What follows belongs to an exercise in optimizing a design on an open flow for small area; a production flow would make more cautious choices.
Only simulation tests tie the RTL to the original design; equivalence was not proved.
No activity file was given, so power comes from the tool's default toggle rates.

Setup of job 4215:
==> flow/design.v (excerpt) <==
module clock(
    input CP,                    
    input _CR,                   
    input mode,                  
    input adjust,                
    input time_mode,             
    input active_alarm,          
    input left,                  
    input right,                 
    input up,                    
    input down,                  
    input apply,                 
    output [15:0] start_light,   
    output [7:0] select_light,   
    output [7:0] display_char    
    );
    wire en_1Hz, en_1KHz, en_10Hz;       
    wire early, init;                    
    wire PE, PE_alarm, PE_counter;       
    wire cin_min;                        
    wire tick_min, tick_hour;            
    wire [2:0] index;                    
    wire [4:0] ht, st;
    wire [3:0] hu, mu, su;
    wire [2:0] mt;
    wire [1:0] ah1;
    wire [3:0] ah0, am0;
    wire [2:0] am1;
    wire [1:0] set_h1;
    wire [3:0] set_h0, set_m0, set_s0;
    wire [2:0] set_m1, set_s1;
    wire set_bell, set_p;
    wire [4:0] pre_ht, pre_st;
    wire [3:0] pre_hu, pre_mu, pre_su;
    wire [2:0] pre_mt;
    wire [31:0] disp;
    wire start_light_alarm;
    divider divider_u0(
        ._CR(_CR),
        .CP(CP),
        .en_1Hz(en_1Hz),
        .en_1KHz(en_1KHz),
        .en_10Hz(en_10Hz),
        .early(early),
        .init(init)
    );
    counter_sec counter_sec_u0(
        .CP(CP),
        ._CR(_CR),
        .count(en_1Hz & ~PE_counter & (~adjust | mode)),
        .PE(PE_counter),
        .pre_st(pre_st),
        .pre_su(pre_su),
        .st(st),
        .su(su),
        .tick_min(tick_min)
    );
    counter_min counter_min_u0(
        .CP(CP),
        ._CR(_CR),
        .tick_min(tick_min),
        .PE(PE_counter),
        .pre_mt(pre_mt),
        .pre_mu(pre_mu),
  ...
Settings: LEC_CHECK=0, ABC_AREA=1, CAP_MARGIN=20, CORE_MARGIN=2, CORE_UTILIZATION=55, GPL_TIMING_DRIVEN=0, SLEW_MARGIN=20; clock period 10.0 ns.
standard.sh (not shown) runs the stock make flow with config.mk's settings and CLKGATE_MAP_FILE= SYNTH_SCRIPT=/design/flow/synth_recipe.tcl, a recipe that flattens the netlist after the stock synthesis.
==> flow/flow/run.sh <==
#!/bin/bash
# Own flow: the standard layout (standard.sh) with these ORFS changes:
#  - synthesis maps logic with an area-only ABC script (flow/area.abc) and
#    without the half/full adder cell extraction (ADDER_MAP_FILE empty);
#  - ports are buffered with sky130_fd_sc_hd__buf_1;
#  - repair does not use the largest buffers (added to each step's dont-use list);
#  - CTS with clkbuf_8 and without dummy loads.
# ORFS's scripts are copied to ./scripts and used from there (SCRIPTS_DIR).
# Each tool's output stays in orfs/logs; make's output goes to standard.log.
set -euo pipefail
here=$(pwd)
rm -rf "$here/scripts"
cp -r "$FLOW_HOME/scripts" "$here/scripts"
cp "$here/flow/area.abc" "$here/scripts/abc_area.script"
extra="sky130_fd_sc_hd__buf_6 sky130_fd_sc_hd__buf_8 sky130_fd_sc_hd__buf_12 sky130_fd_sc_hd__buf_16 sky130_fd_sc_hd__bufbuf_8 sky130_fd_sc_hd__bufbuf_16"
for f in floorplan global_place resize cts global_route repair_timing_post_place; do
  sed -i "s/^\(\s*\)set_dont_use \$::env(DONT_USE_CELLS)/\1set_dont_use \$::env(DONT_USE_CELLS)\n\1set_dont_use {$extra}/" "$here/scripts/$f.tcl"
done
grep -n "set_dont_use" "$here/scripts"/*.tcl > "$here/dont_use_patch.log" || true
export SCRIPTS_DIR="$here/scripts"
export ADDER_MAP_FILE=
export BUFFER_PORTS_ARGS="-buffer_cell sky130_fd_sc_hd__buf_1"
export CTS_ARGS="-sink_clustering_enable -repair_clock_nets -buf_list sky130_fd_sc_hd__clkbuf_8 -root_buf sky130_fd_sc_hd__clkbuf_8 -dont_use_dummy_load"
bash standard.sh > "$here/standard.log" 2>&1
==> flow/flow/area.abc <==
strash
&get -n
&deepsyn -T 60
&put
dch -f
amap
topo
Job 4215 went all the way through the flow, and no timing, DRC or antenna check failed.
### job 4215 -> job 4518
==> flow/flow/run.sh <==
#!/bin/bash
# Own flow: the standard layout (standard.sh) with these ORFS changes:
#  - synthesis maps logic with an area-only ABC script (flow/area.abc) and
#    without the half/full adder cell extraction (ADDER_MAP_FILE empty);
#  - ports are buffered with sky130_fd_sc_hd__buf_1;
#  - CTS with clkbuf_4 (clkbuf_8 at the root) and without dummy loads.
# Each tool's output stays in orfs/logs; make's output goes to standard.log.
set -euo pipefail
here=$(pwd)
rm -rf "$here/scripts"
cp -r "$FLOW_HOME/scripts" "$here/scripts"
cp "$here/flow/area.abc" "$here/scripts/abc_area.script"
export SCRIPTS_DIR="$here/scripts"
export ADDER_MAP_FILE=
export BUFFER_PORTS_ARGS="-buffer_cell sky130_fd_sc_hd__buf_1"
export CTS_ARGS="-sink_clustering_enable -repair_clock_nets -buf_list sky130_fd_sc_hd__clkbuf_4 -root_buf sky130_fd_sc_hd__clkbuf_8 -dont_use_dummy_load"
bash standard.sh > "$here/standard.log" 2>&1
--- a/flow/config.mk
+++ b/flow/config.mk
@@ -11 +11 @@
-export CORE_UTILIZATION = 55
+export CORE_UTILIZATION = 40
Job 4518 against job 4215: relative contribution of sequential cells to total power higher, width of the chip higher, first-iteration DRC count lower, register-to-register slack lower. Job 4518 vs job 4215, share of the clock period used by the worst path went down by 1.5 points. Compared with job 4215, in job 4518 floorplan core area picked up an extra about 40%; worst setup slack up 0.15 ns; met2 usage went down; non-clock buffering overhead in the final layout went up by 0.83 points. Going from job 4215 to job 4518, the number of tap cells inserted was found to have gone up by about 50%.
For job 2960, these inputs were changed with respect to job 4518:
--- a/flow/flow/run.sh
+++ b/flow/flow/run.sh
@@ -5,0 +6 @@
+#  - repair does not use the largest buffers (added to each step's dont-use list);
@@ -6,0 +8 @@
+# ORFS's scripts are copied to ./scripts and used from there (SCRIPTS_DIR).
@@ -12,0 +15,5 @@
+extra="sky130_fd_sc_hd__buf_6 sky130_fd_sc_hd__buf_8 sky130_fd_sc_hd__buf_12 sky130_fd_sc_hd__buf_16 sky130_fd_sc_hd__bufbuf_8 sky130_fd_sc_hd__bufbuf_16"
+for f in floorplan global_place resize cts global_route repair_timing_post_place; do
+  sed -i "s/^\(\s*\)set_dont_use \$::env(DONT_USE_CELLS)/\1set_dont_use \$::env(DONT_USE_CELLS)\n\1set_dont_use {$extra}/" "$here/scripts/$f.tcl"
+done
+grep -n "set_dont_use" "$here/scripts"/*.tcl > "$here/dont_use_patch.log" || true
==> flow/flow/area.abc <==
strash
&get -n
&deepsyn -T 240
&put
dch -f
amap
topo
--- a/flow/config.mk
+++ b/flow/config.mk
@@ -11 +11 @@
-export CORE_UTILIZATION = 40
+export CORE_UTILIZATION = 55
## What came out
- | share of the clock period used by the worst path | lower: job 4518 |
- Job 2960 improves on job 4518 in design area.
- Comparing job 2960 and job 4518, sequential share of layout area is lower on job 4518.
- [compare] base=job 4518 new=job 2960: register-to-register slack fell 0.61 ns; non-clock buffer share of cell area fell 0.76 points.
- | routed wire length | lower: job 2960 |
- The part of the total power dissipated in the clock network in job 2960 was higher than what job 4518 gave.
- Between job 2960 and job 4518, it is job 2960 whose core area is lower, by about 28%.
- Diff job 4518 -> job 2960 | internal power contribution | decrease of 0.000018 W
- Compared with job 4518, job 2960 shows a arrival time at the worst endpoint that is 0.84 ns higher.
- When job 2960 is measured against job 4518, its share of power burned in combinational logic turns out 3.2 points lower.
### job 2960 -> job 4895
--- a/flow/flow/run.sh
+++ b/flow/flow/run.sh
@@ -15 +15 @@
-extra="sky130_fd_sc_hd__buf_6 sky130_fd_sc_hd__buf_8 sky130_fd_sc_hd__buf_12 sky130_fd_sc_hd__buf_16 sky130_fd_sc_hd__bufbuf_8 sky130_fd_sc_hd__bufbuf_16"
+extra="sky130_fd_sc_hd__buf_8 sky130_fd_sc_hd__buf_12 sky130_fd_sc_hd__buf_16 sky130_fd_sc_hd__bufbuf_8 sky130_fd_sc_hd__bufbuf_16"
==> flow/flow/area.abc <==
strash
&get -n
&deepsyn -T 60
&put
dch -f
amap
topo
Job 2960 → job 4895: power grew by about 5%; net count after synthesis essentially unchanged; core utilization has remained practically unchanged; max-slew headroom at the worst pin moved up; cell area reported after detailed placement has decreased.

## what the ideal ports hide
The flow's constraints put no driver on any port. The routed layouts listed below were extracted and timed again, unchanged, in two steps.
Step 1: set_driving_cell puts a clkbuf_16 on CP and a buf_2 on each other input, an assumption about the parent block.
Step 2 times the ports against the registers' clock, not the clock port: input delays grow and output delays shrink by t, the midpoint of the rising clock arrivals with the driver on.
Slacks: ideal / step 1 / step 2; pairs: ideal / step 1.
run	t, ns	setup WS [ns]	hold WS [ns]	slew at the worst register clock pin (ns)	pins driven straight from the clock port
job 4215	0.483	3.507 / 3.527 / 3.044	0.473 / 0.473 / 0.473	0.08 / 0.08	1
job 4518	0.447	3.657 / 3.677 / 3.230	0.479 / 0.479 / 0.479	0.12 / 0.12	1
job 2960	0.461	2.846 / 2.863 / 2.403	0.476 / 0.476 / 0.476	0.11 / 0.11	1
job 4895	0.467	3.471 / 3.489 / 3.023	0.481 / 0.481 / 0.481	0.12 / 0.12	1
After both steps setup and hold are still met in every run listed. For job 4215, which loses most, drivers alone change the setup slack by +0.020 ns; drivers and shift together by -0.463 ns.
